Background: an optimization exercise with open tools, aiming at small area. Do not read the settings as production practice.
The RTL was checked by simulation tests, not by an equivalence proof against the original design.
No driver is modelled on the clock port, so clocking that relies on it looks cheaper here than on a real chip.
Power figures rest on the tool's default switching activity, not on a simulated workload.

File: flow/run.sh
#!/bin/bash
# synth_recipe.tcl (not shown) runs the flow's synth.tcl, then flattens the netlist and writes it again
# the make line also repeats each setting of config.mk as NAME=value (left out here)
make -C /OpenROAD-flow-scripts/flow DESIGN_CONFIG=/design/flow/config.mk WORK_HOME=/design/flow/orfs CLKGATE_MAP_FILE= SYNTH_SCRIPT=/design/flow/synth_recipe.tcl finish
File: flow/config.mk
export PLATFORM = sky130hd
export DESIGN_NAME = register_file
export DESIGN_NICKNAME = register_file
export VERILOG_FILES = /design/flow/design.v
export SDC_FILE = /design/flow/constraint.sdc
export NUM_CORES = 4
export LEC_CHECK = 0
export CAP_MARGIN = 20
export CORE_MARGIN = 2
export CORE_UTILIZATION = 40
export SLEW_MARGIN = 20
File: flow/constraint.sdc
create_clock -name core_clock -period 5.0 [get_ports {CLK}]
set_input_delay 1.0000 -clock core_clock [delete_from_list [all_inputs] [get_ports {CLK}]]
set_output_delay 1.0000 -clock core_clock [all_outputs]
set_load 0.01 [all_outputs]
File: flow/design.v
module DECODER (
input wire [2:0]	destreg_i,
output wire [7:0]	destreg_o
);
assign destreg_o = 8'b00000001 << destreg_i;
endmodule
module REG_32 #(parameter W_width = 32) (
input wire			CLK,
input wire			we_i,
input wire [W_width-1:0]	writeData,
output reg [W_width-1:0]	outreg
);
always@(posedge CLK) begin
if (we_i) begin
	outreg	<= writeData;
end
end
endmodule
module REG_SET #(parameter W_width = 32) (
input wire			CLK, RST,
input wire			regWrite,
input wire [7:0]		decOut_i,
input wire [W_width-1:0]	writeData_i,
output reg [7:0]		valid_o,
output wire [8*W_width-1:0]	R_o
);
wire [7:0] we = decOut_i & {8{regWrite}};
always@(posedge CLK or negedge RST) begin
if(!RST) begin
	valid_o	<= 8'b0;
end
else begin
	valid_o	<= valid_o | we;
end
end
genvar i;
generate
for (i = 0; i < 8; i = i + 1) begin : g_reg
	REG_32 #(.W_width(W_width)) r (.CLK(CLK), .we_i(we[i]), .writeData(writeData_i), .outreg(R_o[i*W_width +: W_width]));
end
endgenerate
endmodule
module MUX #(parameter W_width = 32)(
input wire [8*W_width-1:0]	R_i,
input wire [7:0]		valid_i,
input wire [2:0]		select_i,
output wire [W_width-1:0]	outBus_o
);
wire [7:0] sel = (8'b00000001 << select_i) & valid_i;
wire [W_width-1:0] R0 = R_i[0*W_width +: W_width], R1 = R_i[1*W_width +: W_width],
                   R2 = R_i[2*W_width +: W_width], R3 = R_i[3*W_width +: W_width],
                   R4 = R_i[4*W_width +: W_width], R5 = R_i[5*W_width +: W_width],
                   R6 = R_i[6*W_width +: W_width], R7 = R_i[7*W_width +: W_width];
wire [W_width-1:0] g0 = ~((R0 & {W_width{sel[0]}}) | (R1 & {W_width{sel[1]}}) | (R2 & {W_width{sel[2]}}));
wire [W_width-1:0] g1 = ~((R3 & {W_width{sel[3]}}) | (R4 & {W_width{sel[4]}}) | (R5 & {W_width{sel[5]}}));
wire [W_width-1:0] g2 = ~((R6 & {W_width{sel[6]}}) | (R7 & {W_width{sel[7]}}));
assign outBus_o = ~(g0 & g1 & g2);
endmodule
module register_file #(parameter W_width = 32) (
input wire			CLK, RST,
input wire [2:0]		srcRegA,
input wire [2:0]		destReg,
input wire [W_width-1:0]	writeData,
input wire			regWrite,
input wire [2:0]		srcRegB,
output [W_width-1:0]		outBusA,
output [W_width-1:0]		outBusB
);
wire [7:0]		dec_o;
wire [7:0]		valid;
wire [8*W_width-1:0]	R;
DECODER decoder (.destreg_i(destReg), .destreg_o(dec_o));
REG_SET #(.W_width(W_width)) set (.CLK(CLK), .RST(RST), .regWrite(regWrite), .decOut_i(dec_o), .writeData_i(writeData), .valid_o(valid), .R_o(R));
MUX #(.W_width(W_width)) m1 (.R_i(R), .valid_i(valid), .select_i(srcRegA), .outBus_o(outBusA));
MUX #(.W_width(W_width)) m2 (.R_i(R), .valid_i(valid), .select_i(srcRegB), .outBus_o(outBusB));
endmodule
==> reports/metrics.cfg, run 1 <==
[timing]
slew_violations=0
min_period_over_period=0.915
finalSetupViolCount=0
worst_slack_ps=427
rsz0062_at_grt=no
finalHoldViolCount=0
max_clock_freq_ghz=0.219
relSlewSlack=0.338
clock_skew_ps=0
layout_min_cycle_time_ps=4570
timing.hold.ws_ps=507
fin_setup_tns_ps=0
worst_pin_slew_ps=991

[pwr]
power_frac_clock=0.384
p_int_w=0.00394
leakagePower_nw=4.44
fin_total_pwr_w=0.00516
seqPwrFrac=0.493
p_switching_w=0.00122
peakVddDrop_mv=0.252
p_sw_frac=0.237
powerDensity_nw_per_um2=379
power.share.combinational=0.123

[logic_synthesis]
ys_seq_area_frac=0.720
syn-num-nets=727
netlist_top_cells_area=edfxtp_1, a22o_1, a22oi_1
synth.top_cell.area_share=0.701
syn_area_per_cell_um2=16.0
yosys_register_bits=264
syn_area_um2=11000
yosysUniqueCellTypes=19
yosysTopAreaCell=edfxtp_1
netlist_instances=683
synth_warnings=2

[run]
drv_cap=0

[global_route]
grt_pass1_wl_mm=49.4
grt_overflow=0
grt_max_degree=34
grt_pass1_vias=7764
antenna_found_initial=1
grtUsageTotal=0.233

[setup_path]
worst_path_most_repeated_cell=clkdlybuf4s50_1
endpoint_kind=output pin
startpoint_type=input port
path_depth=6
path_max_fanout=10
rr_worst_depth=1
slowest_stage=clkdlybuf4s50_1
path_buf_inv=3
worst_ep_arrival_time_ps=3570
cp_top_family=buffers and inverters
crit_type=in -> out
crit_required_ps=4000
critPathMaxStageDelay_ps=720
path_cells=clkdlybuf4s50_1 > and4_1 > buf_4 > a221oi_1 > nand3_1 > clkdlybuf4s50_1

[placed_design]
place_ws_ps=477
routabilityCongestion=0.782
hpwl_mm=19.0
portBuffers=107
placed_area_um2=12700

[cts]
cts_tree=built
htreeDepth=1
clock_latency_ps=540
clock-sinks=264
ctsResizeCount=0
clk_pin_slew_ps=60
root_buffer=clkbuf_16
ctsHoldBuffers=0
cts_setup_buffers=0
cts_buffers=29
clockBufferDepth=3

[final_layout]
final_cell_mix=edfxtp_1, clkdlybuf4s50_1, a22o_1, a22oi_1, nand3_1
finalInstanceArea_um2=13600
nNetsFinal=840
syn_to_final_growth_pct=24.3
nFillCells=2207
final_common_cell=edfxtp_1
final_layout_size_suffix_gt1_frac=0.154
antenna_cells=0

[route]
wl_per_cell_um=29.4
routed_wl_mm=34.0
drcViolationCount=0
first_iter_violations=882
antenna_left=0
vias=7595
viasPerCell=6.56
drt-pass1-iter-count=9

[die]
coreArea_um2=27000
die-area_um2=28700
die_height_um=170
placementRows=60
die_x_um=170
io_pins=108
start_util=0.407

[worst_hold_path]
whs_path_depth=1
holdCritPathClass=reg -> reg

[status]
run_status=finished clean

-- layout make-up --
class                      count  area, um2  area share
sequential                   264       7890       0.579
multi-input combinational    360       2960       0.217
timing repair buffer         141       1480       0.108
clock buffer                  41        781      0.0573
tap                          341        427      0.0313
clock inverter                10       97.6     0.00716
-- sequential cells by signal (all words and copies together) (netlist names) --
register / cells
set.g.r.outreg: 256
set.valid_o: 8
-- cell families (layout without fill, tap and decap cells) --
family / count (synthesis) / in the layout / synth area share
AOI/OAI and AO/OA: 224 / 224 / 0.192
buffers and inverters: 59 / 192 / 0.0228
DFF: 264 / 264 / 0.720
and+or+nand+nor: 136 / 136 / 0.0651
-- power by group through the flow --
stage	clock network, W	logic, W	registers [W]
after global placement	0	0.000626	0.00259
after floorplan	0	0.000267	0.00258
after detailed placement	0	0.000632	0.00259
after global routing	0.00211	0.000667	0.00255
after CTS	0.00203	0.000634	0.00255
final	0.00198	0.000634	0.00255
-- through the flow --
| step | std cells | util |
|---|---|---|
| 5_1_grt | 1157 | 0.506 |
| 3_3_place_gp | 1106 | 0.473 |
| 3_5_place_dp | 1106 | 0.473 |
| 6_report | 1157 | 0.506 |
| 2_1_floorplan | 683 | - |
| 4_1_cts | 1157 | 0.506 |
-- Yosys cell counts --
| library cell | count |
|---|---|
| nor3_1 | 5 |
| a22oi_1 | 64 |
| nor2_1 | 6 |
| and4b_1 | 6 |
| nor4bb_1 | 3 |
| a22o_1 | 64 |
| nand2_1 | 37 |
| a221oi_1 | 34 |
| nand2b_1 | 3 |
| a222oi_1 | 32 |
| a221oi_2 | 30 |
| nand3_1 | 64 |
| buf_2 | 23 |
| and4_1 | 2 |
| or2_2 | 8 |
| edfxtp_1 | 256 |
| clkbuf_1 | 36 |
| dfrtp_1 | 8 |
| nor4b_2 | 2 |
-- path summary, 6_finish.rpt --
path                                       end      startpoint  slack, ps
worst max-delay path                outBusA[0]      srcRegA[2]        430
worst min-delay path            set.valid_o[6]  set.valid_o[6]        510
worst max register to register  set.valid_o[0]  set.valid_o[0]       4170
worst min register to register  set.valid_o[6]  set.valid_o[6]        510
max in group asynchronous       set.valid_o[2]             RST       3970
min in group asynchronous       set.valid_o[6]             RST        740
-- metal layers --
metal,global-route usage,vias to the layer above,share of wire
li1,-,3195,-
met5,0,-,0.00041
met4,0.0777,2,0.030
met2,0.397,449,0.49
met1,0.302,3854,0.39
met3,0.0436,95,0.091
==> run 2, diff against run 1 <==
==> flow/flow/run.sh (new file) <==
#!/bin/bash
bash standard.sh > standard.log 2>&1
==> flow/standard.sh (new file) <==
#!/bin/bash
# synth_recipe.tcl (not shown) runs the flow's synth.tcl, then flattens the netlist and writes it again
# the make line also repeats each setting of config.mk as NAME=value (left out here)
make -C /OpenROAD-flow-scripts/flow DESIGN_CONFIG=/design/flow/config.mk WORK_HOME=/design/flow/orfs CLKGATE_MAP_FILE= SYNTH_SCRIPT=/design/flow/synth_recipe.tcl "${@:-finish}"
removed: flow/run.sh
==> run 2 against run 1 <==
Against the previous run: still clean; routed wire length is the same; via count is the same; non-clock buffer count is the same; critical path type unchanged; largest cell class unchanged; highest routed layer unchanged.
==> reports/metrics.cfg, run 2 <==
[status]
run_status=finished clean

[pwr]
leakagePower_nw=4.44
powerDensity_nw_per_um2=379
fin_total_pwr_w=0.00516
peakVddDrop_mv=0.252

[route]
viasPerCell=6.56
antenna_left=0
vias=7595
wl_per_cell_um=29.4
drt-pass1-iter-count=9
drcViolationCount=0
routed_wl_mm=34.0
first_iter_violations=882

[die]
placementRows=60
die_height_um=170
start_util=0.407
coreArea_um2=27000
die-area_um2=28700
die_x_um=170
io_pins=108

[cts]
htreeDepth=1
cts_buffers=29
ctsHoldBuffers=0
root_buffer=clkbuf_16
cts_setup_buffers=0
ctsResizeCount=0
clockBufferDepth=3
clock_latency_ps=540
clk_pin_slew_ps=60
cts_tree=built
clock-sinks=264

[logic_synthesis]
ys_async_sr_fraction=0.0303
synth_warnings=2
syn-num-nets=727
netlist_top_cells_area=edfxtp_1, a22o_1, a22oi_1
ys_seq_area_frac=0.720
synth_commonest_cells=edfxtp_1, a22o_1, a22oi_1, nand3_1, nand2_1
syn_area_per_cell_um2=16.0
netlist_instances=683
yosys_register_bits=264
syn_area_um2=11000
synth.top_cell.area_share=0.701
yosysMostFrequentCell=edfxtp_1
yosysUniqueCellTypes=19
ys.flop_type=edfxtp_1
yosysTopAreaCell=edfxtp_1
synth_edf_count=256

[timing]
relSlewSlack=0.338
timing.hold.ws_ps=507
slew_violations=0
fin_setup_tns_ps=0
worst_slack_ps=427
finalSetupViolCount=0
min_period_over_period=0.915
layout_min_cycle_time_ps=4570
worst_pin_slew_ps=991
clock_skew_ps=0
finalHoldViolCount=0
rsz0062_at_grt=no
max_clock_freq_ghz=0.219

[final_layout]
syn_to_final_growth_pct=24.3
nFillCells=2207
finalInstanceArea_um2=13600
nNetsFinal=840
final_layout_size_suffix_gt1_frac=0.154
top_regs=set.g.r.outreg (256), set.valid_o (8)
regMostFlops=set.g.r.outreg
largest_reg_flops=256
antenna_cells=0
final_common_cell=edfxtp_1
final_cell_mix=edfxtp_1, clkdlybuf4s50_1, a22o_1, a22oi_1, nand3_1

[placed_design]
routabilityCongestion=0.782
place_ws_ps=477
portBuffers=107
placed_area_um2=12700
hpwl_mm=19.0

[setup_path]
path_max_fanout=10
crit_type=in -> out
startpoint_type=input port
worst_ep_arrival_time_ps=3570
crit_required_ps=4000
endpoint_kind=output pin

[global_route]
grt_overflow=0
antenna_found_initial=1
grt_max_degree=34
grt_pass1_vias=7764
grtUsageTotal=0.233
grt_pass1_wl_mm=49.4

[run]
drv_cap=0

[worst_hold_path]
holdCritPathClass=reg -> reg

==> run 2: stage by stage <==
step                      cells  utilization
after floorplan             683            -
after global placement     1106        0.473
after detailed placement   1106        0.473
after CTS                  1157        0.506
after global routing       1157        0.506
final                      1157        0.506
==> run 2: cells by family after synthesis <==
logic type      count (synthesis)  synth area share
buf+inv                        59            0.0228
flops                         264             0.720
simple gates                  136            0.0651
compound gates                224             0.192
==> run 2: worst paths after layout <==
kind	endpoint	slack, ps	cells past startpoint	start
setup / recovery	outBusA[0]	430	6	srcRegA[2]
min in group asynchronous	set.valid_o[6]	740	1	RST
max in group asynchronous	set.valid_o[2]	3970	1	RST
hold / removal	set.valid_o[6]	510	1	set.valid_o[6]
setup reg to reg	set.valid_o[0]	4170	1	set.valid_o[0]
hold reg to reg	set.valid_o[6]	510	1	set.valid_o[6]
==> run 2: metal layers <==
metal	vias to the layer above	GRT usage	share of wire
met5	-	0	0.00041
met4	2	0.0777	0.030
met3	95	0.0436	0.091
met2	449	0.397	0.49
met1	3854	0.302	0.39
li1	3195	-	-
==> run 2: area by class of cell <==
type	instances	area (um2)	area share
clock buffers	41	781	0.0573
repair buffers	141	1480	0.108
well taps	341	427	0.0313
clock inverters	10	97.6	0.00716
flip-flops and latches	264	7890	0.579
multi-input cells	360	2960	0.217
==> run 2: worst max-delay path, cell delays in order <==
cell             delay [ps]
clkdlybuf4s50_1         720
and4_1                  710
buf_4                   270
a221oi_1                100
nand3_1                 180
clkdlybuf4s50_1         580
==> run 2: power by group <==
group | internal, W | switching [W]
Combinational | 0.000294 | 0.000339
Sequential | 0.00251 | 0.0000389
Clock | 0.00114 | 0.000844
==> run 3, diff against run 2 <==
--- a/flow/design.v
+++ b/flow/design.v
@@ -48,12 +48,32 @@
 );
 wire [7:0] sel = (8'b00000001 << select_i) & valid_i;
-wire [W_width-1:0] R0 = R_i[0*W_width +: W_width], R1 = R_i[1*W_width +: W_width],
-                   R2 = R_i[2*W_width +: W_width], R3 = R_i[3*W_width +: W_width],
-                   R4 = R_i[4*W_width +: W_width], R5 = R_i[5*W_width +: W_width],
-                   R6 = R_i[6*W_width +: W_width], R7 = R_i[7*W_width +: W_width];
-wire [W_width-1:0] g0 = ~((R0 & {W_width{sel[0]}}) | (R1 & {W_width{sel[1]}}) | (R2 & {W_width{sel[2]}}));
-wire [W_width-1:0] g1 = ~((R3 & {W_width{sel[3]}}) | (R4 & {W_width{sel[4]}}) | (R5 & {W_width{sel[5]}}));
-wire [W_width-1:0] g2 = ~((R6 & {W_width{sel[6]}}) | (R7 & {W_width{sel[7]}}));
-assign outBus_o = ~(g0 & g1 & g2);
+genvar b;
+generate
+for (b = 0; b < W_width; b = b + 1) begin : g_bit
+	MUX_BIT mb (.d_i({R_i[7*W_width+b], R_i[6*W_width+b], R_i[5*W_width+b], R_i[4*W_width+b],
+	                  R_i[3*W_width+b], R_i[2*W_width+b], R_i[1*W_width+b], R_i[0*W_width+b]}),
+	            .sel_i(sel), .out_o(outBus_o[b]));
+end
+endgenerate
+endmodule
+module MUX_BIT (
+input wire [7:0]	d_i,
+input wire [7:0]	sel_i,
+output wire		out_o
+);
+wire g0, g1, g2;
+AOI222 u0 (.a(d_i[0]), .b(sel_i[0]), .c(d_i[1]), .d(sel_i[1]), .e(d_i[2]), .f(sel_i[2]), .y(g0));
+AOI222 u1 (.a(d_i[3]), .b(sel_i[3]), .c(d_i[4]), .d(sel_i[4]), .e(d_i[5]), .f(sel_i[5]), .y(g1));
+AOI22  u2 (.a(d_i[6]), .b(sel_i[6]), .c(d_i[7]), .d(sel_i[7]), .y(g2));
+NAND3  u3 (.a(g0), .b(g1), .c(g2), .y(out_o));
+endmodule
+module AOI222 (input wire a, b, c, d, e, f, output wire y);
+assign y = ~((a & b) | (c & d) | (e & f));
+endmodule
+module AOI22 (input wire a, b, c, d, output wire y);
+assign y = ~((a & b) | (c & d));
+endmodule
+module NAND3 (input wire a, b, c, output wire y);
+assign y = ~(a & b & c);
 endmodule
 module register_file #(parameter W_width = 32) (
==> flow/flow/run.sh (replaced) <==
#!/bin/bash
# Standard synthesis, then every combinational cell set to its smallest drive
# strength (the resizer upsizes where timing needs it), then the standard
# layout with port buffers of buf_1 and a clock tree of small buffers.
set -euo pipefail
R=orfs/results/sky130hd/register_file/base
LIB=$FLOW_HOME/platforms/sky130hd/lib/sky130_fd_sc_hd__tt_025C_1v80.lib
bash standard.sh synth > synth.log 2>&1
cp $R/1_2_yosys.v 1_2_yosys.std.v
python3 flow/downsize.py $LIB 1_2_yosys.std.v $R/1_2_yosys.v > downsize.log 2>&1
rm -f $R/1_synth.odb $R/1_synth.sdc
CTSBUF="sky130_fd_sc_hd__clkbuf_8"
bash standard.sh \
  "BUFFER_PORTS_ARGS=-buffer_cell sky130_fd_sc_hd__buf_1" \
  "CTS_ARGS=-sink_clustering_enable -repair_clock_nets -dont_use_dummy_load -buf_list {$CTSBUF} -sink_clustering_size 16 -sink_clustering_max_diameter 60" \
  finish > finish.log 2>&1
==> flow/flow/downsize.py (new file) <==
# Replace each combinational cell in a netlist by the smallest-area cell of its
# family (same base name and pins), leaving flip-flops untouched.
import re,sys
lib=open(sys.argv[1]).read()
src=open(sys.argv[2]).read()
area={}; pins={}; seq=set()
for p in re.split(r'\n\s*cell\s*\(',lib)[1:]:
    n=re.match(r'\s*"?([\w]+)"?',p).group(1); a=re.search(r'area\s*:\s*([\d.]+)',p)
    if not a: continue
    area[n]=float(a.group(1))
    pins[n]=tuple(sorted(re.findall(r'\n\s*pin\s*\(\s*"?(\w+)"?\s*\)',p)))
    if re.search(r'\b(ff|latch|statetable)\s*\(',p): seq.add(n)
dont=set(sys.argv[4].split()) if len(sys.argv)>4 else set()
fam={}
for n in area:
    m=re.match(r'(sky130_fd_sc_hd__\w+?)_(\d+)$',n)
    if m and n not in seq and n not in dont: fam.setdefault((m.group(1),pins[n]),[]).append(n)
best={}
for k,v in fam.items():
    b=min(v,key=lambda n:(area[n],-int(n.rsplit('_',1)[1]==('1'))))
    for n in v: best[n]=b
cnt={}
def rep(m):
    n=m.group(2)
    if n in best and best[n]!=n:
        cnt[(n,best[n])]=cnt.get((n,best[n]),0)+1
        return m.group(1)+best[n]+m.group(3)
    return m.group(0)
out=re.sub(r'^(\s*)(sky130_fd_sc_hd__\w+)(\s)',rep,src,flags=re.M)
open(sys.argv[3],'w').write(out)
for k,v in sorted(cnt.items()): print(k[0],'->',k[1],v)
--- a/flow/config.mk
+++ b/flow/config.mk
@@ -8,4 +8,7 @@
 export CAP_MARGIN = 20
 export CORE_MARGIN = 2
-export CORE_UTILIZATION = 40
+export CORE_UTILIZATION = 65
+export PLACE_DENSITY = 0.75
 export SLEW_MARGIN = 20
+export SYNTH_HIERARCHICAL = 1
+export SYNTH_MINIMUM_KEEP_SIZE = 0
==> run 3 against run 2 <==
Against the previous run: area after synthesis down 5.9%; routed wire length down 14%; clock power down about 50%; synthesized cell count down 18%; die area down 41%; sequential power about the same; final cell count down 20%; core utilization up 23 points; non-clock buffer count down 10; maximum frequency up 10%; sequential share of layout area up 11 points; count of clock-buffer cells in the layout down 21; critical endpoint is now outBusA[15]; highest routed layer is now met4.
==> reports/metrics.cfg, run 3 <==
[status]
run_status=finished clean

[timing]
worst_pin_slew_ps=1180
clock_skew_ps=0
slew_violations=0
fin_setup_tns_ps=0
min_period_over_period=0.829
finalHoldViolCount=0
relSlewSlack=0.215
finalSetupViolCount=0
layout_min_cycle_time_ps=4150
max_clock_freq_ghz=0.241
rsz0062_at_grt=no

[die]
die-area_um2=16900
io_pins=108
die_height_um=130
start_util=0.656
coreArea_um2=15700
placementRows=46
die_x_um=130

[final_layout]
final_common_cell=edfxtp_1
largest_reg_flops=256
syn_to_final_growth_pct=11.4
nNetsFinal=757
final_layout_size_suffix_gt1_frac=0.0689
regMostFlops=set.g.r.outreg
top_regs=set.g.r.outreg (256), set.valid_o (8)
final_cell_mix=edfxtp_1, a222oi_1, buf_1
antenna_cells=0
instances_no_fill=927

[route]
wl_per_cell_um=31.3
first_iter_violations=1587
viasPerCell=8.08
drcViolationCount=0
drt-pass1-iter-count=13
antenna_left=0
routed_wl_mm=29.1
vias=7489

[global_route]
grt_pass1_wl_mm=42.5
grtUsageTotal=0.343
antenna_found_initial=0
grt_max_degree=33
grt_pass1_vias=7427
grt_overflow=0

[cts]
clockBufferDepth=3
root_buffer=clkbuf_8
cts_tree=built
ctsHoldBuffers=0
cts_setup_buffers=0
clock-sinks=264
cts_buffers=20
clock_latency_ps=530
clk_pin_slew_ps=100
ctsResizeCount=0
htreeDepth=1

[setup_path]
startpoint_type=input port
path_max_fanout=21
worst-r2r-setup-slack_ps=4310
rr_worst_depth=1
crit_required_ps=4000
path_cells=buf_1 > and4b_1 > buf_4 > a222oi_1 > nand3_1 > buf_1
endpoint_kind=output pin
worst_ep_arrival_time_ps=3150
r2r_end=set.valid_o[3]
worst_path_most_repeated_cell=buf_1
slowest_stage=and4b_1
crit_type=in -> out
reg2reg_from=set.valid_o[3]
critPathMaxStageDelay_ps=1040

[logic_synthesis]
syn-num-nets=605
synth_warnings=8
syn_area_um2=10300
netlist_instances=561
syn_area_per_cell_um2=18.4

[run]
drv_cap=0

[pwr]
powerDensity_nw_per_um2=345
leakagePower_nw=3.58
peakVddDrop_mv=0.226

[placed_design]
dpl.cell_count=907
hpwl_mm=16.3
portBuffers=107
routabilityCongestion=0.806

[worst_hold_path]
holdCritPathClass=in -> async

-- run 3: stage by stage --
step           area (um2)  power (W)  hold WS [ps]  worst slack, ps  utilization
6_report            11500    0.00397           377              853        0.731
4_1_cts             11500    0.00395           374              900        0.731
2_1_floorplan       10300    0.00280           433             6.61            -
3_3_place_gp        11200    0.00299           467             1060        0.714
5_1_grt             11500    0.00407           387              841        0.731
3_5_place_dp        11200    0.00301           464              941        0.714
-- run 3: area by class of cell --
type	instances	area [um2]
fill	952	4220
multi-input combinational	296	2440
tap	216	270
timing repair buffer	131	619
clock buffer	20	275
sequential	264	7890
-- run 3: report_power, final --
group,internal (W),switching [W]
Combinational,0.000137,0.000294
Sequential,0.00250,0.0000370
Clock,0.000361,0.000637
Total,0.00300,0.000968
-- run 3: per-layer routing --
layer / part of all wire / track usage / vias to the layer above
met5: 0 / 0 / -
met4: 0.031 / 0.135 / 0
met3: 0.15 / 0.0681 / 94
met2: 0.47 / 0.536 / 743
met1: 0.35 / 0.487 / 3653
li1: - / - / 2999
-- run 3: how the worst max path moves through the flow --
stage | from | slack, ps | end | depth (start not counted)
finish | srcRegA[1] | 850 | outBusA[15] | 6
global route | srcRegA[1] | 840 | outBusA[15] | 6
CTS | srcRegB[0] | 900 | outBusB[15] | 6
detailed placement | srcRegB[0] | 940 | outBusB[15] | 6
global placement | srcRegA[1] | 1060 | outBusA[15] | 6
floorplan | srcRegA[0] | 7 | outBusA[0] | 3
-- run 3: worst max-delay path, delay by kind of cell --
family	cells	cell delay, ps
compound gates	1	140
buf+inv	3	790
simple gates	2	1210
==> run 4, diff against run 3 <==
--- a/flow/config.mk
+++ b/flow/config.mk
@@ -8,6 +8,5 @@
 export CAP_MARGIN = 20
 export CORE_MARGIN = 2
-export CORE_UTILIZATION = 65
-export PLACE_DENSITY = 0.75
+export CORE_UTILIZATION = 40
 export SLEW_MARGIN = 20
 export SYNTH_HIERARCHICAL = 1
==> run 4 against run 3 <==
Against the previous run: setup slack better by 170 ps; largest power group unchanged; clock skew unchanged; critical path depth unchanged.
==> reports/metrics.cfg, run 4 <==
[status]
run_status=finished clean

[final_layout]
largest_reg_flops=256
finalCoreUtilization=0.464
regMostFlops=set.g.r.outreg
finalInstanceArea_um2=11700
top_regs=set.g.r.outreg (256), set.valid_o (8)
nNetsFinal=762
final_common_cell=edfxtp_1
syn_to_final_growth_pct=13.5
final_cell_mix=edfxtp_1, a222oi_1, buf_1
final_layout_size_suffix_gt1_frac=0.0712

[timing]
relSlewSlack=0.306
clock_skew_ps=0
max_clock_freq_ghz=0.252
slew_violations=0
min_period_over_period=0.795
fin_setup_tns_ps=0
layout_min_cycle_time_ps=3980
worst_slack_ps=1020
finalHoldViolCount=0
worst_pin_slew_ps=1040
rsz0062_at_grt=no
finalSetupViolCount=0

[setup_path]
crit_required_ps=4000
startpoint_type=input port
crit_type=in -> out
path_max_fanout=20
worst_ep_arrival_time_ps=2980
endpoint_kind=output pin

[die]
start_util=0.408
io_pins=108
die-area_um2=27100
placementRows=58
coreArea_um2=25300
die_height_um=165
die_x_um=165

[route]
viasPerCell=6.88
drt-pass1-iter-count=12
antenna_left=0
wl_per_cell_um=29.3
first_iter_violations=1208
drcViolationCount=0
routed_wl_mm=30.7
vias=7200

[cts]
clock_latency_ps=550
cts_setup_buffers=0
clockBufferDepth=3
htreeDepth=1
cts_buffers=24
ctsHoldBuffers=0
ctsResizeCount=0
clk_pin_slew_ps=100
cts_tree=built
clock-sinks=264
root_buffer=clkbuf_8

[pwr]
leakagePower_nw=3.62
peakVddDrop_mv=0.206
fin_total_pwr_w=0.00406
powerDensity_nw_per_um2=346

[run]
drv_cap=0

[global_route]
grt_pass1_wl_mm=44.7
grt_pass1_vias=7298
grtUsageTotal=0.224
grt_max_degree=33
grt_overflow=0
antenna_found_initial=1

[logic_synthesis]
netlist_instances=561
syn_area_per_cell_um2=18.4
syn_area_um2=10300
syn-num-nets=605
synth_warnings=8

[placed_design]
routabilityCongestion=0.748
place_ws_ps=1050
placed_area_um2=11400
hpwl_mm=16.8
portBuffers=107

[worst_hold_path]
holdCritPathClass=in -> async

==> run 4: changes by cell type in the layout (fill, tap and decap cells not counted) <==
cell      change
clkbuf_8      +4
buf_12        +1
and2_1        +1
and4b_1       +2
diode_2       +1
and4b_2       -2
and2_2        -1
==> run 4: worst max-delay path, cell delays in order <==
cell	delay, ps
buf_1	240
and4bb_1	940
buf_4	360
a222oi_1	110
nand3_1	150
buf_1	160
==> run 4: power by group <==
group,total (W),internal [W],switching (W)
logic,0.000441,0.000138,0.000303
registers,0.00254,0.00250,0.0000359
clock network,0.00108,0.000429,0.000648
total,0.00406,0.00307,0.000986
==> run 4: final timing paths <==
kind / start / to / slack [ps] / cells after the start
worst min-delay path: RST / set.valid_o[0] / 360 / 1
worst max-delay path: srcRegA[1] / outBusA[2] / 1020 / 6
worst max register to register: set.valid_o[3] / set.valid_o[3] / 4280 / 1
worst min register to register: set.valid_o[6] / set.valid_o[6] / 500 / 1
min in group core_clock: set.valid_o[6] / set.valid_o[6] / 500 / 1
max in group asynchronous: RST / set.valid_o[1] / 4270 / 1
==> run 4: stage by stage <==
step / instances / hold slack [ps]
after detailed placement: 1022 / 474
after global routing: 1046 / 366
after floorplan: 561 / 433
after CTS: 1046 / 352
final: 1047 / 365
after global placement: 1022 / 471
==> run 4: layer usage <==
layer | share of wire | track usage
met3 | 0.11 | 0.0532
met4 | 0.019 | 0.0731
met1 | 0.40 | 0.303
met5 | 0 | 0
met2 | 0.47 | 0.357
==> run 4: layout make-up <==
type,instances,area (um2)
multi-input combinational,296,2430
fill,2218,13500
sequential,264,7890
antenna,1,2.50
tap,330,413
timing repair buffer,132,639
clock buffer,24,330
==> run 5, diff against run 4 <==
==> flow/flow/run.sh (replaced) <==
#!/bin/bash
# Standard synthesis (for the register names and cell types), then a
# hand-mapped netlist around those registers (flow/gen_netlist.py), then the
# standard layout with port buffers of buf_1 and a clock tree of small buffers.
set -euo pipefail
R=orfs/results/sky130hd/register_file/base
bash standard.sh synth > synth.log 2>&1
cp $R/1_2_yosys.v 1_2_yosys.std.v
python3 flow/gen_netlist.py 1_2_yosys.std.v $R/1_2_yosys.v > gen_netlist.log 2>&1
rm -f $R/1_synth.odb $R/1_synth.sdc
CTSBUF="sky130_fd_sc_hd__clkbuf_8"
bash standard.sh \
  "BUFFER_PORTS_ARGS=-buffer_cell sky130_fd_sc_hd__buf_1" \
  "CTS_ARGS=-sink_clustering_enable -repair_clock_nets -dont_use_dummy_load -buf_list {$CTSBUF} -sink_clustering_size 16 -sink_clustering_max_diameter 60" \
  finish > finish.log 2>&1
==> flow/flow/gen_netlist.py (new file) <==
# Write the register file's gate-level netlist by hand: the flip-flops exactly
# as the standard synthesis named and typed them, and hand-mapped logic around
# them (address decoders of and4_4, read multiplexers of a222oi/a22oi/nand3).
# usage: gen_netlist.py STANDARD_NETLIST OUT_NETLIST
import re, sys

std = open(sys.argv[1]).read()
W = 32
P = 'sky130_fd_sc_hd__'

flops = {}
for cell, name in re.findall(r'^\s*(sky130_fd_sc_hd__\w+)\s+(\\\S+)\s*\(', std, re.M):
    m = re.match(r'\\set\.g_reg\[(\d)\]\.r\.outreg\[(\d+)\]\$_DFFE_PP_$', name)
    if m:
        flops[('d', int(m.group(1)), int(m.group(2)))] = (cell, name)
        continue
    m = re.match(r'\\set\.valid_o\[(\d)\]\$_DFF_PN0_$', name)
    if m:
        flops[('v', int(m.group(1)))] = (cell, name)
        continue
    if re.search(r'(edf|df|dl|sdf)\w*_\d$', cell):
        sys.exit('unexpected register ' + name)
assert len(flops) == 8 * W + 8, len(flops)
for k, (cell, name) in flops.items():
    assert cell == (P + 'edfxtp_1' if k[0] == 'd' else P + 'dfrtp_1'), (k, cell)

o = []
o.append('module register_file (CLK, RST, srcRegA, destReg, writeData, regWrite, srcRegB, outBusA, outBusB);')
o.append('  input CLK; input RST; input [2:0] srcRegA; input [2:0] destReg; input [31:0] writeData;')
o.append('  input regWrite; input [2:0] srcRegB; output [31:0] outBusA; output [31:0] outBusB;')
wires = []
for i in range(8):
    wires += ['we%d' % i, 'vld%d' % i, 'vnx%d' % i, 'selA%d' % i, 'selB%d' % i]
    wires += ['r%d_%d' % (i, b) for b in range(W)]
for p in 'ABD':
    wires += ['n%s%d' % (p, k) for k in range(3)]
for p in 'AB':
    for b in range(W):
        wires += ['g%s%d_%d' % (p, g, b) for g in range(3)]
o.append('  wire ' + ', '.join(wires) + ';')

n = [0]
def inst(cell, pins, name=None):
    if name is None:
        n[0] += 1
        name = 'u%d' % n[0]
    o.append('  %s%s %s (%s);' % ('' if cell.startswith(P) else P, cell, name,
             ', '.join('.%s(%s)' % kv for kv in pins)))

addr = {'A': 'srcRegA', 'B': 'srcRegB', 'D': 'destReg'}
for p, a in addr.items():
    for k in range(3):
        inst('inv_1', [('A', '%s[%d]' % (a, k)), ('Y', 'n%s%d' % (p, k))])

def bits(p, i):
    return ['%s[%d]' % (addr[p], k) if (i >> k) & 1 else 'n%s%d' % (p, k) for k in range(3)]

for i in range(8):
    b = bits('D', i)
    inst('and4_4', [('A', 'regWrite'), ('B', b[0]), ('C', b[1]), ('D', b[2]), ('X', 'we%d' % i)])
    for p in 'AB':
        b = bits(p, i)
        inst('and4_4', [('A', 'vld%d' % i), ('B', b[0]), ('C', b[1]), ('D', b[2]), ('X', 'sel%s%d' % (p, i))])
    inst('or2_1', [('A', 'vld%d' % i), ('B', 'we%d' % i), ('X', 'vnx%d' % i)])
    cell, name = flops[('v', i)]
    inst(cell, [('CLK', 'CLK'), ('D', 'vnx%d' % i), ('RESET_B', 'RST'), ('Q', 'vld%d' % i)], name + ' ')
    for b in range(W):
        cell, name = flops[('d', i, b)]
        inst(cell, [('CLK', 'CLK'), ('D', 'writeData[%d]' % b), ('DE', 'we%d' % i), ('Q', 'r%d_%d' % (i, b))], name + ' ')

for p in 'AB':
    for b in range(W):
        r = lambda i: 'r%d_%d' % (i, b)
        s = lambda i: 'sel%s%d' % (p, i)
        g = lambda k: 'g%s%d_%d' % (p, k, b)
        inst('a222oi_1', [('A1', r(0)), ('A2', s(0)), ('B1', r(1)), ('B2', s(1)), ('C1', r(2)), ('C2', s(2)), ('Y', g(0))])
        inst('a222oi_1', [('A1', r(3)), ('A2', s(3)), ('B1', r(4)), ('B2', s(4)), ('C1', r(5)), ('C2', s(5)), ('Y', g(1))])
        inst('a22oi_1', [('A1', r(6)), ('A2', s(6)), ('B1', r(7)), ('B2', s(7)), ('Y', g(2))])
        inst('nand3_1', [('A', g(0)), ('B', g(1)), ('C', g(2)), ('Y', 'outBus%s[%d]' % (p, b))])
o.append('endmodule')
open(sys.argv[2], 'w').write('\n'.join(o) + '\n')
print('wrote', n[0], 'cells and', len(flops), 'registers')
removed: flow/flow/downsize.py
==> run 5 against run 4 <==
Against the previous run: global-route usage up 0.23 points; maximum frequency up 11%; critical path type unchanged; power down 2.9%; largest power group unchanged; critical endpoint is now outBusA[30].
==> reports/metrics.cfg, run 5 <==
[status]
run_status=finished clean

[die]
placementRows=58
start_util=0.409
io_pins=108
coreArea_um2=25300
die_height_um=165
die-area_um2=27100
die_x_um=165

[timing]
worst_slack_ps=1420
min_period_over_period=0.715
worst_pin_slew_ps=674
rsz0062_at_grt=no
max_clock_freq_ghz=0.280
layout_min_cycle_time_ps=3580
slew_violations=0
timing.hold.ws_ps=383
finalHoldViolCount=0
relSlewSlack=0.550
clock_skew_ps=0
fin_setup_tns_ps=0
finalSetupViolCount=0

[placed_design]
hpwl_mm=15.6
place_ws_ps=1450
portBuffers=107
routabilityCongestion=0.722

[final_layout]
top_regs=set.g.r.outreg (256), set.valid_o (8)
finalCoreUtilization=0.452
largest_reg_flops=256
area.sequential_um2=7890
nFillCells=2232
final_common_cell=edfxtp_1
nNetsFinal=734
syn_to_final_growth_pct=10.6
multi_input_area_um2=2400
regMostFlops=set.g.r.outreg
final_layout_size_suffix_gt1_frac=0.0640
final_cell_mix=edfxtp_1, a222oi_1, buf_1

[logic_synthesis]
syn-num-nets=605
syn_area_per_cell_um2=18.4
syn_area_um2=10300
netlist_instances=561
synth_warnings=8

[route]
drt-pass1-iter-count=9
wl_per_cell_um=30.5
first_iter_violations=1231
vias=7141
routed_wl_mm=31.1
viasPerCell=7.01
antenna_left=0
drcViolationCount=0

[cts]
cts_setup_buffers=0
clk_pin_slew_ps=90
ctsHoldBuffers=0
clockBufferDepth=3
clock-sinks=264
cts_buffers=20
root_buffer=clkbuf_8
ctsResizeCount=0
clock_latency_ps=520
htreeDepth=1
cts_tree=built

[pwr]
powerDensity_nw_per_um2=345
leakagePower_nw=3.41
fin_total_pwr_w=0.00394
peakVddDrop_mv=0.163

[setup_path]
r2r_end=set.valid_o[0]
worst_ep_arrival_time_ps=2580
worst-r2r-setup-slack_ps=4230
rr_worst_depth=1
startpoint_type=input port
reg2reg_from=set.valid_o[0]
endpoint_kind=output pin
crit_required_ps=4000
crit_type=in -> out
path_max_fanout=32

[run]
drv_cap=0

[global_route]
antenna_found_initial=1
grtUsageTotal=0.226
grt_overflow=0
grt_max_degree=34
grt_pass1_vias=7399
grt_pass1_wl_mm=44.7

[worst_hold_path]
holdCritPathClass=in -> async

[run 5: worst max path at each step]
stage                           from     endpoint  slack, ps  depth (start not counted)
after floorplan           srcRegA[2]   outBusA[0]       2180                          4
after global placement    srcRegA[2]  outBusA[30]       1530                          6
after detailed placement  srcRegA[0]  outBusA[30]       1450                          6
after CTS                 srcRegA[0]  outBusA[30]       1440                          6
after global routing      srcRegA[1]  outBusA[30]       1320                          6
final                     srcRegA[0]  outBusA[30]       1420                          6
[run 5: where the power goes]
part / total, W / switching (W) / internal, W / leakage, nW
Sequential: 0.00254 / 0.0000359 / 0.00250 / 2.40
Clock: 0.000972 / 0.000612 / 0.000361 / 0.144
Combinational: 0.000430 / 0.000298 / 0.000132 / 0.868
[run 5: final cells by class]
| type | count | area share |
|---|---|---|
| Sequential cell | 264 | 0.691 |
| Multi-Input combinational cell | 288 | 0.210 |
| Tap cell | 330 | 0.0362 |
| Timing Repair Buffer | 107 | 0.0352 |
| Clock buffer | 20 | 0.0241 |
| Inverter | 9 | 0.00296 |
| Antenna cell | 1 | 0.000219 |
[run 5: worst max-delay path, cell delays in order]
cell	delay (ps)
buf_1	200
inv_1	150
and4_4	360
a222oi_1	500
nand3_1	170
buf_1	180
[run 5: metrics by stage]
stage / std cells / instance area, um2
6_report: 1019 / 11400
5_1_grt: 1018 / 11400
4_1_cts: 1018 / 11400
3_5_place_dp: 998 / 11100
3_3_place_gp: 998 / 11100
2_1_floorplan: 561 / 10300
[run 5: metal layers]
layer  track usage  part of all wire
met4        0.0798             0.028
met5             0                 0
met2         0.380              0.49
met3        0.0434              0.13
met1         0.294              0.36
==> run 6, diff against run 5 <==
--- a/flow/flow/run.sh
+++ b/flow/flow/run.sh
@@ -9,7 +9,7 @@
 python3 flow/gen_netlist.py 1_2_yosys.std.v $R/1_2_yosys.v > gen_netlist.log 2>&1
 rm -f $R/1_synth.odb $R/1_synth.sdc
-CTSBUF="sky130_fd_sc_hd__clkbuf_8"
+CTSBUF="sky130_fd_sc_hd__clkbuf_4"
 bash standard.sh \
   "BUFFER_PORTS_ARGS=-buffer_cell sky130_fd_sc_hd__buf_1" \
-  "CTS_ARGS=-sink_clustering_enable -repair_clock_nets -dont_use_dummy_load -buf_list {$CTSBUF} -sink_clustering_size 16 -sink_clustering_max_diameter 60" \
+  "CTS_ARGS=-sink_clustering_enable -repair_clock_nets -dont_use_dummy_load -buf_list {$CTSBUF} -sink_clustering_size 12 -sink_clustering_max_diameter 40" \
   finish > finish.log 2>&1
--- a/flow/flow/gen_netlist.py
+++ b/flow/flow/gen_netlist.py
@@ -1,5 +1,5 @@
 # Write the register file's gate-level netlist by hand: the flip-flops exactly
 # as the standard synthesis named and typed them, and hand-mapped logic around
-# them (address decoders of and4_4, read multiplexers of a222oi/a22oi/nand3).
+# them (address decoders of and4_1, read multiplexers of a222oi/a22oi/nand3).
 # usage: gen_netlist.py STANDARD_NETLIST OUT_NETLIST
 import re, sys
@@ -58,8 +58,8 @@
 for i in range(8):
     b = bits('D', i)
-    inst('and4_4', [('A', 'regWrite'), ('B', b[0]), ('C', b[1]), ('D', b[2]), ('X', 'we%d' % i)])
+    inst('and4_1', [('A', 'regWrite'), ('B', b[0]), ('C', b[1]), ('D', b[2]), ('X', 'we%d' % i)])
     for p in 'AB':
         b = bits(p, i)
-        inst('and4_4', [('A', 'vld%d' % i), ('B', b[0]), ('C', b[1]), ('D', b[2]), ('X', 'sel%s%d' % (p, i))])
+        inst('and4_1', [('A', 'vld%d' % i), ('B', b[0]), ('C', b[1]), ('D', b[2]), ('X', 'sel%s%d' % (p, i))])
     inst('or2_1', [('A', 'vld%d' % i), ('B', 'we%d' % i), ('X', 'vnx%d' % i)])
     cell, name = flops[('v', i)]
--- a/flow/config.mk
+++ b/flow/config.mk
@@ -8,6 +8,5 @@
 export CAP_MARGIN = 20
 export CORE_MARGIN = 2
-export CORE_UTILIZATION = 40
+export CORE_UTILIZATION = 55
+export PLACE_DENSITY = 0.65
 export SLEW_MARGIN = 20
-export SYNTH_HIERARCHICAL = 1
-export SYNTH_MINIMUM_KEEP_SIZE = 0
==> run 6 against run 5 <==
Against the previous run: highest routed layer unchanged; synthesized cell count unchanged; combinational power decreased by 1%; non-clock buffer count increased by 16; area after synthesis decreased by 0.58%; final cell count decreased by 6.9%; critical path depth increased by 1; via count increased by 2.6%.
==> reports/metrics.cfg, run 6 <==
[global_route]
grtUsageTotal=0.287
grt_pass1_vias=7429
grt_max_degree=34
antenna_found_initial=1
grt_overflow=0
grt_pass1_wl_mm=42.3

[setup_path]
path_buf_inv=4
slowest_stage=and4_1
crit_type=in -> out
path_max_fanout=17
path_cells=buf_1 > inv_1 > and4_1 > buf_4 > a222oi_1 > nand3_1 > buf_1
path_depth=7
worst_path_most_repeated_cell=buf_1
worst-r2r-setup-slack_ps=4240
crit_required_ps=4000
startpoint_type=input port
cp_top_family=simple AND/OR/NAND/NOR gates
critPathMaxStageDelay_ps=880
endpoint_kind=output pin
rr_worst_depth=1
worst_ep_arrival_time_ps=2950

[pwr]
p_sw_frac=0.246
peakVddDrop_mv=0.214
p_int_w=0.00295
leakagePower_nw=3.49
power_frac_clock=0.243
p_switching_w=0.000962
seqPwrFrac=0.648
powerDensity_nw_per_um2=344
fin_total_pwr_w=0.00392
power.share.combinational=0.109

[route]
wl_per_cell_um=30.2
first_iter_violations=1347
vias=7327
viasPerCell=7.72
drcViolationCount=0
antenna_left=0
routed_wl_mm=28.7
drt-pass1-iter-count=13

[status]
run_status=finished clean

[timing]
relSlewSlack=0.247
worst_pin_slew_ps=1130
finalHoldViolCount=0
clock_skew_ps=0
max_clock_freq_ghz=0.253
layout_min_cycle_time_ps=3950
slew_violations=0
finalSetupViolCount=0
rsz0062_at_grt=no
min_period_over_period=0.790
fin_setup_tns_ps=0

[die]
io_pins=108
coreArea_um2=18100
die_x_um=141
placementRows=49
start_util=0.566
die-area_um2=19800
die_height_um=141

[cts]
clock_latency_ps=600
cts_setup_buffers=0
clockBufferDepth=3
clock-sinks=264
cts_tree=built
ctsHoldBuffers=0
clk_pin_slew_ps=100
ctsResizeCount=0
htreeDepth=2
cts_buffers=34
root_buffer=clkbuf_4

[logic_synthesis]
syn-num-nets=605
syn_area_per_cell_um2=18.3
synth_warnings=2
netlist_instances=561
syn_area_um2=10300

[final_layout]
nNetsFinal=764
finalInstanceArea_um2=11400
regMostFlops=set.g.r.outreg
instances_no_fill=949
syn_to_final_growth_pct=10.8
final_cell_mix=edfxtp_1, a222oi_1, buf_1
largest_reg_flops=256
final_common_cell=edfxtp_1
top_regs=set.g.r.outreg (256), set.valid_o (8)
final_layout_size_suffix_gt1_frac=0.0808

[worst_hold_path]
holdCritPathClass=in -> async

[placed_design]
portBuffers=107
placed_area_um2=11100
dpl.cell_count=913
hpwl_mm=15.3
routabilityCongestion=0.793

[run]
drv_cap=0

==> run 6: per-layer routing <==
| layer | share of wire | GRT usage | vias up | wire length (um) |
|---|---|---|---|---|
| li1 | - | - | 3023 | - |
| met1 | 0.38 | 0.391 | 3632 | 10800 |
| met5 | 0 | 0 | - | 0 |
| met4 | 0.030 | 0.147 | 0 | 872 |
| met3 | 0.12 | 0.0571 | 76 | 3470 |
| met2 | 0.47 | 0.446 | 596 | 13500 |
==> run 6: area by class of cell <==
cell class | instances | area [um2]
sequential | 264 | 7890
timing repair buffer | 123 | 547
fill | 1330 | 6780
antenna | 2 | 5.00
multi-input combinational | 288 | 2350
tap | 229 | 287
inverter | 9 | 33.8
clock buffer | 34 | 255
==> run 6: power by group through the flow <==
stage	sequential, W	combinational, W	clock [W]
after floorplan	0.00258	0.000220	0
after global placement	0.00258	0.000411	0
after detailed placement	0.00259	0.000421	0
after CTS	0.00254	0.000422	0.000973
after global routing	0.00254	0.000456	0.00106
final	0.00254	0.000425	0.000952
==> run 6: path summary, 6_finish.rpt <==
path,endpoint,start
max in group asynchronous,set.valid_o[7],RST
max reg2reg,set.valid_o[2],set.valid_o[2]
min reg2reg,set.valid_o[0],set.valid_o[0]
min,set.valid_o[4],RST
max,outBusB[26],srcRegB[2]
min in group core_clock,set.valid_o[0],set.valid_o[0]
==> run 6: through the flow <==
step | setup WS [ps] | hold WS (ps) | util
3_3_place_gp | 1190 | 469 | 0.612
6_report | 1050 | 270 | 0.626
5_1_grt | 970 | 267 | 0.626
2_1_floorplan | 1880 | 440 | -
3_5_place_dp | 1110 | 475 | 0.612
4_1_cts | 1110 | 253 | 0.626
==> run 7, diff against run 6 <==
--- a/flow/flow/run.sh
+++ b/flow/flow/run.sh
@@ -12,4 +12,4 @@
 bash standard.sh \
   "BUFFER_PORTS_ARGS=-buffer_cell sky130_fd_sc_hd__buf_1" \
-  "CTS_ARGS=-sink_clustering_enable -repair_clock_nets -dont_use_dummy_load -buf_list {$CTSBUF} -sink_clustering_size 12 -sink_clustering_max_diameter 40" \
+  "CTS_ARGS=-sink_clustering_enable -repair_clock_nets -dont_use_dummy_load -buf_list {$CTSBUF} -sink_clustering_size 10 -sink_clustering_max_diameter 40" \
   finish > finish.log 2>&1
--- a/flow/flow/gen_netlist.py
+++ b/flow/flow/gen_netlist.py
@@ -1,5 +1,5 @@
 # Write the register file's gate-level netlist by hand: the flip-flops exactly
 # as the standard synthesis named and typed them, and hand-mapped logic around
-# them (address decoders of and4_1, read multiplexers of a222oi/a22oi/nand3).
+# them (address decoders of and4_2, read multiplexers of a222oi/a22oi/nand3).
 # usage: gen_netlist.py STANDARD_NETLIST OUT_NETLIST
 import re, sys
@@ -58,8 +58,8 @@
 for i in range(8):
     b = bits('D', i)
-    inst('and4_1', [('A', 'regWrite'), ('B', b[0]), ('C', b[1]), ('D', b[2]), ('X', 'we%d' % i)])
+    inst('and4_2', [('A', 'regWrite'), ('B', b[0]), ('C', b[1]), ('D', b[2]), ('X', 'we%d' % i)])
     for p in 'AB':
         b = bits(p, i)
-        inst('and4_1', [('A', 'vld%d' % i), ('B', b[0]), ('C', b[1]), ('D', b[2]), ('X', 'sel%s%d' % (p, i))])
+        inst('and4_2', [('A', 'vld%d' % i), ('B', b[0]), ('C', b[1]), ('D', b[2]), ('X', 'sel%s%d' % (p, i))])
     inst('or2_1', [('A', 'vld%d' % i), ('B', 'we%d' % i), ('X', 'vnx%d' % i)])
     cell, name = flops[('v', i)]
--- a/flow/config.mk
+++ b/flow/config.mk
@@ -11,2 +11,4 @@
 export PLACE_DENSITY = 0.65
 export SLEW_MARGIN = 20
+export SYNTH_HIERARCHICAL = 1
+export SYNTH_MINIMUM_KEEP_SIZE = 0
==> run 7 against run 6 <==
Against the previous run: power grew 0.32%; core utilization shrank 1.8 points; final cell count shrank 0.95%; count of clock-buffer cells in the layout grew 3.
==> reports/metrics.cfg, run 7 <==
[setup_path]
startpoint_type=input port
slowest_stage=and4_2
path_cells=buf_1 > inv_1 > and4_2 > a22oi_1 > nand3_1 > buf_1
endpoint_kind=output pin
crit_type=in -> out
critPathMaxStageDelay_ps=930
worst_path_most_repeated_cell=buf_1
path_buf_inv=3
cp_top_family=simple AND/OR/NAND/NOR gates
crit_required_ps=4000
worst_ep_arrival_time_ps=2840
path_max_fanout=32

[global_route]
grt_overflow=0
grtUsageTotal=0.282
grtUsageMet2=0.440
antenna_found_initial=1
grt_busiest_layer=met2
met3_usage=0.0635
grt_pass1_wl_mm=41.3
grt_pass1_vias=7230
grt_max_degree=34
use_met1=0.387

[placed_design]
portBuffers=107
dpl.cell_count=902
routabilityCongestion=0.751
hpwl_mm=14.2

[logic_synthesis]
synth_warnings=8
syn-num-nets=605
netlist_instances=561
syn_area_um2=10300
syn_area_per_cell_um2=18.3

[pwr]
peakVddDrop_mv=0.194
leakagePower_nw=3.41
powerDensity_nw_per_um2=349

[die]
die_height_um=141
coreArea_um2=18500
start_util=0.556
die-area_um2=19800
placementRows=50
die_x_um=141
io_pins=108

[final_layout]
nNetsFinal=751
instances_no_fill=940
top_regs=set.g.r.outreg (256), set.valid_o (8)
final_layout_size_suffix_gt1_frac=0.0865
regMostFlops=set.g.r.outreg
largest_reg_flops=256
nFillCells=1366
final_cell_mix=edfxtp_1, a222oi_1, buf_1
final_common_cell=edfxtp_1
syn_to_final_growth_pct=9.47

[cts]
cts_buffers=37
clock-sinks=264
root_buffer=clkbuf_4
ctsHoldBuffers=0
cts_tree=built
clock_latency_ps=590
cts_setup_buffers=0
htreeDepth=2
ctsResizeCount=0
clk_pin_slew_ps=80
clockBufferDepth=3

[route]
first_iter_violations=1293
wl_per_cell_um=30.3
vias=7165
drcViolationCount=0
routed_wl_mm=28.5
drt-pass1-iter-count=10
viasPerCell=7.62
antenna_left=0

[timing]
worst_pin_slew_ps=1180
fin_setup_tns_ps=0
min_period_over_period=0.767
max_clock_freq_ghz=0.261
rsz0062_at_grt=no
finalHoldViolCount=0
relSlewSlack=0.214
layout_min_cycle_time_ps=3840
finalSetupViolCount=0
slew_violations=0
clock_skew_ps=0

[run]
drv_cap=0

[worst_hold_path]
holdCritPathClass=in -> async

[status]
run_status=finished clean

run 7: final timing paths:
kind                                startpoint        endpoint  slack (ps)  cells after the start
worst max-delay path                srcRegA[0]     outBusA[13]        1160                      6
worst min-delay path                       RST  set.valid_o[7]         300                      1
worst max register to register  set.valid_o[4]  set.valid_o[4]        4230                      1
worst min register to register  set.valid_o[3]  set.valid_o[3]         500                      1
max in group asynchronous                  RST  set.valid_o[5]        4410                      1
min in group core_clock         set.valid_o[3]  set.valid_o[3]         500                      1
run 7: cell type report:
class	count	area [um2]	share of cell area
repair buffers	107	402	0.0356
multi-input cells	288	2370	0.211
flip-flops and latches	264	7890	0.700
diodes	1	2.50	0.000222
well taps	234	293	0.0260
clock buffers	37	278	0.0247
inverters	9	33.8	0.00300
run 7: stage by stage:
stage	cell area (um2)	hold WS, ps	utilization	worst slack (ps)	power [W]
detailed placement	11000	480	0.593	1220	0.00299
floorplan	10300	440	-	2070	0.00280
global route	11300	279	0.609	1100	0.00408
CTS	11300	267	0.608	1190	0.00395
global placement	11000	467	0.593	1280	0.00297
finish	11300	303	0.609	1160	0.00393
run 7: report_power, final:
group / leakage, nW / internal, W / switching [W] / total (W)
Sequential: 2.40 / 0.00250 / 0.0000349 / 0.00254
Clock: 0.170 / 0.000342 / 0.000642 / 0.000985
Combinational: 0.845 / 0.000128 / 0.000278 / 0.000406
Total: 3.41 / 0.00297 / 0.000956 / 0.00393
run 7: per-layer routing:
metal  vias up  part of all wire
met2       521              0.48
met4         0             0.028
li1       2993                 -
met5         -                 0
met3        74              0.11
met1      3577              0.38
==> run 8, diff against run 7 <==
==> flow/flow/run.sh (replaced) <==
#!/bin/bash
# Standard synthesis (for the register names and cell types), then a
# hand-mapped netlist around those registers (flow/gen_netlist.py), then the
# standard layout with port buffers of buf_1 and a hand-built clock tree
# (flow/cts_hook.tcl, flow/mytree.tcl) in place of TritonCTS's.
set -euo pipefail
R=orfs/results/sky130hd/register_file/base
bash standard.sh synth > synth.log 2>&1
cp $R/1_2_yosys.v 1_2_yosys.std.v
python3 flow/gen_netlist.py 1_2_yosys.std.v $R/1_2_yosys.v > gen_netlist.log 2>&1
rm -f $R/1_synth.odb $R/1_synth.sdc
bash standard.sh \
  "BUFFER_PORTS_ARGS=-buffer_cell sky130_fd_sc_hd__buf_1" \
  "PRE_CTS_TCL=$PWD/flow/cts_hook.tcl" \
  "CTS_ARGS=-clk_nets CLK -dont_use_dummy_load" \
  finish > finish.log 2>&1
==> flow/flow/cts_hook.tcl (new file) <==
# Runs before clock_tree_synthesis (which is then given no clock net to build):
# a hand-built two-level clock tree, clkbuf_16 root and clkbuf_4 leaves.
source [file join [file dirname [info script]] mytree.tcl]
my_clock_tree 30 sky130_fd_sc_hd__clkbuf_4 sky130_fd_sc_hd__clkbuf_16
==> flow/flow/mytree.tcl (new file) <==
# Manual clock tree: cluster the clock sinks with k-means, put one leaf buffer
# at each cluster's centre, and drive all leaves from one root buffer.
proc my_clock_tree { nclusters leafcell rootcell } {
  set block [ord::get_db_block]
  set clknet [$block findNet CLK]
  set sinks {}
  foreach it [$clknet getITerms] {
    set inst [$it getInst]
    set bb [$inst getBBox]
    lappend sinks [list $it [expr {([$bb xMin] + [$bb xMax]) / 2.0}] [expr {([$bb yMin] + [$bb yMax]) / 2.0}]]
  }
  set n [llength $sinks]
  # initial centres: sinks sorted along x then chunked
  set sorted [lsort -real -index 1 $sinks]
  set cx {}; set cy {}
  for {set k 0} {$k < $nclusters} {incr k} {
    set s [lindex $sorted [expr {int(($k + 0.5) * $n / $nclusters)}]]
    lappend cx [lindex $s 1]; lappend cy [lindex $s 2]
  }
  # balanced k-means: each cluster takes at most cap sinks
  set cap [expr {int(ceil(double($n) / $nclusters)) + 1}]
  for {set iter 0} {$iter < 30} {incr iter} {
    set pairs {}
    set i 0
    foreach s $sinks {
      for {set k 0} {$k < $nclusters} {incr k} {
        set d [expr {abs([lindex $s 1] - [lindex $cx $k]) + abs([lindex $s 2] - [lindex $cy $k])}]
        lappend pairs [list $d $i $k]
      }
      incr i
    }
    set pairs [lsort -real -index 0 $pairs]
    set assign [lrepeat $n -1]
    set cnt [lrepeat $nclusters 0]
    foreach p $pairs {
      lassign $p d i k
      if {[lindex $assign $i] >= 0} continue
      if {[lindex $cnt $k] >= $cap} continue
      lset assign $i $k
      lset cnt $k [expr {[lindex $cnt $k] + 1}]
    }
    set sx [lrepeat $nclusters 0.0]; set sy [lrepeat $nclusters 0.0]
    set i 0
    foreach s $sinks {
      set k [lindex $assign $i]
      lset sx $k [expr {[lindex $sx $k] + [lindex $s 1]}]
      lset sy $k [expr {[lindex $sy $k] + [lindex $s 2]}]
      incr i
    }
    for {set k 0} {$k < $nclusters} {incr k} {
      if {[lindex $cnt $k] > 0} {
        lset cx $k [expr {[lindex $sx $k] / [lindex $cnt $k]}]
        lset cy $k [expr {[lindex $sy $k] / [lindex $cnt $k]}]
      }
    }
  }
  set lib [ord::get_db]
  set leafm [$lib findMaster $leafcell]
  set rootm [$lib findMaster $rootcell]
  # root buffer at the centre of the leaves
  set rx 0.0; set ry 0.0
  for {set k 0} {$k < $nclusters} {incr k} { set rx [expr {$rx + [lindex $cx $k]}]; set ry [expr {$ry + [lindex $cy $k]}] }
  set rx [expr {int($rx / $nclusters)}]; set ry [expr {int($ry / $nclusters)}]
  set root [odb::dbInst_create $block $rootm clkroot]
  $root setLocation $rx $ry
  $root setPlacementStatus PLACED
  set rootnet [odb::dbNet_create $block clknet_root]
  $rootnet setSigType CLOCK
  [$root findITerm A] connect $clknet
  [$root findITerm X] connect $rootnet
  set leafnets {}
  for {set k 0} {$k < $nclusters} {incr k} {
    set b [odb::dbInst_create $block $leafm clkleaf_$k]
    $b setLocation [expr {int([lindex $cx $k])}] [expr {int([lindex $cy $k])}]
    $b setPlacementStatus PLACED
    set net [odb::dbNet_create $block clknet_leaf_$k]
    $net setSigType CLOCK
    [$b findITerm A] connect $rootnet
    [$b findITerm X] connect $net
    lappend leafnets $net
  }
  set i 0
  foreach s $sinks {
    set it [lindex $s 0]
    $it disconnect
    $it connect [lindex $leafnets [lindex $assign $i]]
    incr i
  }
  puts "my_clock_tree: $n sinks, $nclusters leaves of $leafcell, counts $cnt"
}
--- a/flow/config.mk
+++ b/flow/config.mk
@@ -11,4 +11,2 @@
 export PLACE_DENSITY = 0.65
 export SLEW_MARGIN = 20
-export SYNTH_HIERARCHICAL = 1
-export SYNTH_MINIMUM_KEEP_SIZE = 0
==> run 8 against run 7 <==
Against the previous run: die area did not move; setup slack improved by 4.8 ps; power down 1.4%; core utilization shrank 0.16 points; first-iteration DRC count fell by 5.3%; maximum frequency grew 0.13%; flip-flop and latch count did not move; register-to-register slack about the same; critical path depth unchanged; clock power is 5.5% lower; sequential power hardly changed; critical path type unchanged; largest power group unchanged.
==> reports/metrics.cfg, run 8 <==
[status]
run_status=finished clean

[global_route]
grt_pass1_wl_mm=41.1
grt_pass1_vias=7168
grtUsageMet2=0.438
grtUsageTotal=0.275
grt_busiest_layer=met2
met3_usage=0.0452
grt_max_degree=34
grt_overflow=0
use_met1=0.389
antenna_found_initial=0

[final_layout]
nFillCells=1371
multi_input_area_um2=2370
finalCoreUtilization=0.607
final_cell_mix=edfxtp_1, a222oi_1, buf_1
final_common_cell=edfxtp_1
syn_to_final_growth_pct=9.18
largest_reg_flops=256
final_layout_size_suffix_gt1_frac=0.0787
regMostFlops=set.g.r.outreg
antenna_cells=0
top_regs=set.g.r.outreg (256), set.valid_o (8)
nNetsFinal=745
area.sequential_um2=7890

[logic_synthesis]
syn_area_per_cell_um2=18.3
syn-num-nets=605
netlist_instances=561
synth_warnings=2
syn_area_um2=10300

[setup_path]
worst-r2r-setup-slack_ps=4230
endpoint_kind=output pin
rr_worst_depth=1
crit_type=in -> out
path_cells=buf_1 > inv_1 > and4_2 > a22oi_1 > nand3_1 > buf_1
path_buf_inv=3
worst_ep_arrival_time_ps=2830
worst_path_most_repeated_cell=buf_1
slowest_stage=and4_2
critPathMaxStageDelay_ps=940
reg2reg_from=set.valid_o[4]
crit_required_ps=4000
startpoint_type=input port
cp_top_family=simple AND/OR/NAND/NOR gates
r2r_end=set.valid_o[4]
path_max_fanout=32

[pwr]
leakagePower_nw=3.39
p_switching_w=0.000932
seqPwrFrac=0.655
power.share.combinational=0.105
power_frac_clock=0.240
powerDensity_nw_per_um2=345
p_int_w=0.00294
fin_total_pwr_w=0.00387
p_sw_frac=0.241
peakVddDrop_mv=0.239

[timing]
layout_min_cycle_time_ps=3830
min_period_over_period=0.766
rsz0062_at_grt=no
worst_slack_ps=1170
relSlewSlack=0.239
clock_skew_ps=0
finalSetupViolCount=0
worst_pin_slew_ps=1140
finalHoldViolCount=0
max_clock_freq_ghz=0.261
slew_violations=0
fin_setup_tns_ps=0

[route]
wl_per_cell_um=30.2
drt-pass1-iter-count=7
drcViolationCount=0
viasPerCell=7.64
antenna_left=0
first_iter_violations=1225
vias=7129
routed_wl_mm=28.1

[cts]
cts_setup_buffers=0
ctsHoldBuffers=0
clk_pin_slew_ps=100
clock_latency_ps=470
ctsResizeCount=0

[run]
drv_cap=0

[placed_design]
hpwl_mm=14.2
routabilityCongestion=0.751
place_ws_ps=1220
portBuffers=107

[die]
die_height_um=141
io_pins=108
die_x_um=141
coreArea_um2=18500
start_util=0.556
die-area_um2=19800
placementRows=50

[worst_hold_path]
holdCritPathClass=in -> async

[run 8: power by group through the flow]
stage / logic (W) / registers (W) / clock network (W)
2_1_floorplan: 0.000222 / 0.00258 / 0
3_3_place_gp: 0.000394 / 0.00258 / 0
3_5_place_dp: 0.000402 / 0.00259 / 0
4_1_cts: 0.000403 / 0.00259 / 0.000679
5_1_grt: 0.000436 / 0.00254 / 0.00103
6_report: 0.000406 / 0.00254 / 0.000931
[run 8: per-layer routing]
metal / wire (um) / vias up / share of wire
met5: 0 / - / 0
met4: 779 / 0 / 0.028
met3: 3690 / 81 / 0.13
met2: 13300 / 564 / 0.47
met1: 10400 / 3513 / 0.37
li1: - / 2971 / -
[run 8: final cells by class]
class | instances | share of cell area
flip-flops and latches | 264 | 0.702
multi-input cells | 288 | 0.211
repair buffers | 107 | 0.0357
well taps | 234 | 0.0261
inverters | 9 | 0.00301
plain buffers | 31 | 0.0223
[run 8: worst max-delay path by stage]
stage                          start     endpoint  slack [ps]  depth (start not counted)
after global routing      srcRegA[0]  outBusA[29]        1110                          6
after CTS                 srcRegA[0]  outBusA[13]        1220                          6
after detailed placement  srcRegA[0]  outBusA[13]        1220                          6
after floorplan           srcRegA[2]   outBusA[0]        2070                          4
after global placement    srcRegB[0]  outBusB[13]        1280                          6
final                     srcRegA[0]  outBusA[13]        1170                          6
[run 8: per-stage QoR]
stage | std cells | instance area [um2] | hold slack, ps
after floorplan | 561 | 10300 | 440
after global placement | 902 | 11000 | 467
after detailed placement | 902 | 11000 | 480
after CTS | 933 | 11200 | 483
after global routing | 933 | 11200 | 418
final | 933 | 11200 | 411

what the ideal ports hide:
In the flow no input, the clock included, has a driving cell. The finished layouts below were timed again as built, in two steps.
Step 1, drivers: a clkbuf_16 drives CLK and a buf_2 each remaining input, both assumed.
Step 2 times the ports against the registers' clock, not the clock port: input delays grow and output delays shrink by t, the midpoint of the rising clock arrivals with the driver on.
a / b / c = no drivers / after step 1 / after step 2; a / b = the first two.
| run | shift t [ns] | setup slack, ns | slew at the worst register clock pin (ns) |
|---|---|---|---|
| run 1 | 0.599 | 0.427 / 0.402 / 0.402 | 0.06 / 0.06 |
| run 2 | 0.599 | 0.427 / 0.402 / 0.402 | 0.06 / 0.06 |
| run 3 | 0.556 | 0.853 / 0.830 / 0.830 | 0.10 / 0.10 |
| run 4 | 0.569 | 1.024 / 0.998 / 0.998 | 0.10 / 0.10 |
| run 5 | 0.554 | 1.423 / 1.399 / 1.399 | 0.10 / 0.10 |
| run 6 | 0.642 | 1.052 / 1.023 / 1.023 | 0.12 / 0.12 |
| run 7 | 0.650 | 1.163 / 1.135 / 1.135 | 0.11 / 0.11 |
| run 8 | 0.504 | 1.168 / 1.140 / 1.140 | 0.11 / 0.11 |
After both steps every run listed still meets setup and hold. The setup slack of run 6, which loses most, moves by -0.029 ns with the drivers and by -0.029 ns with both steps.
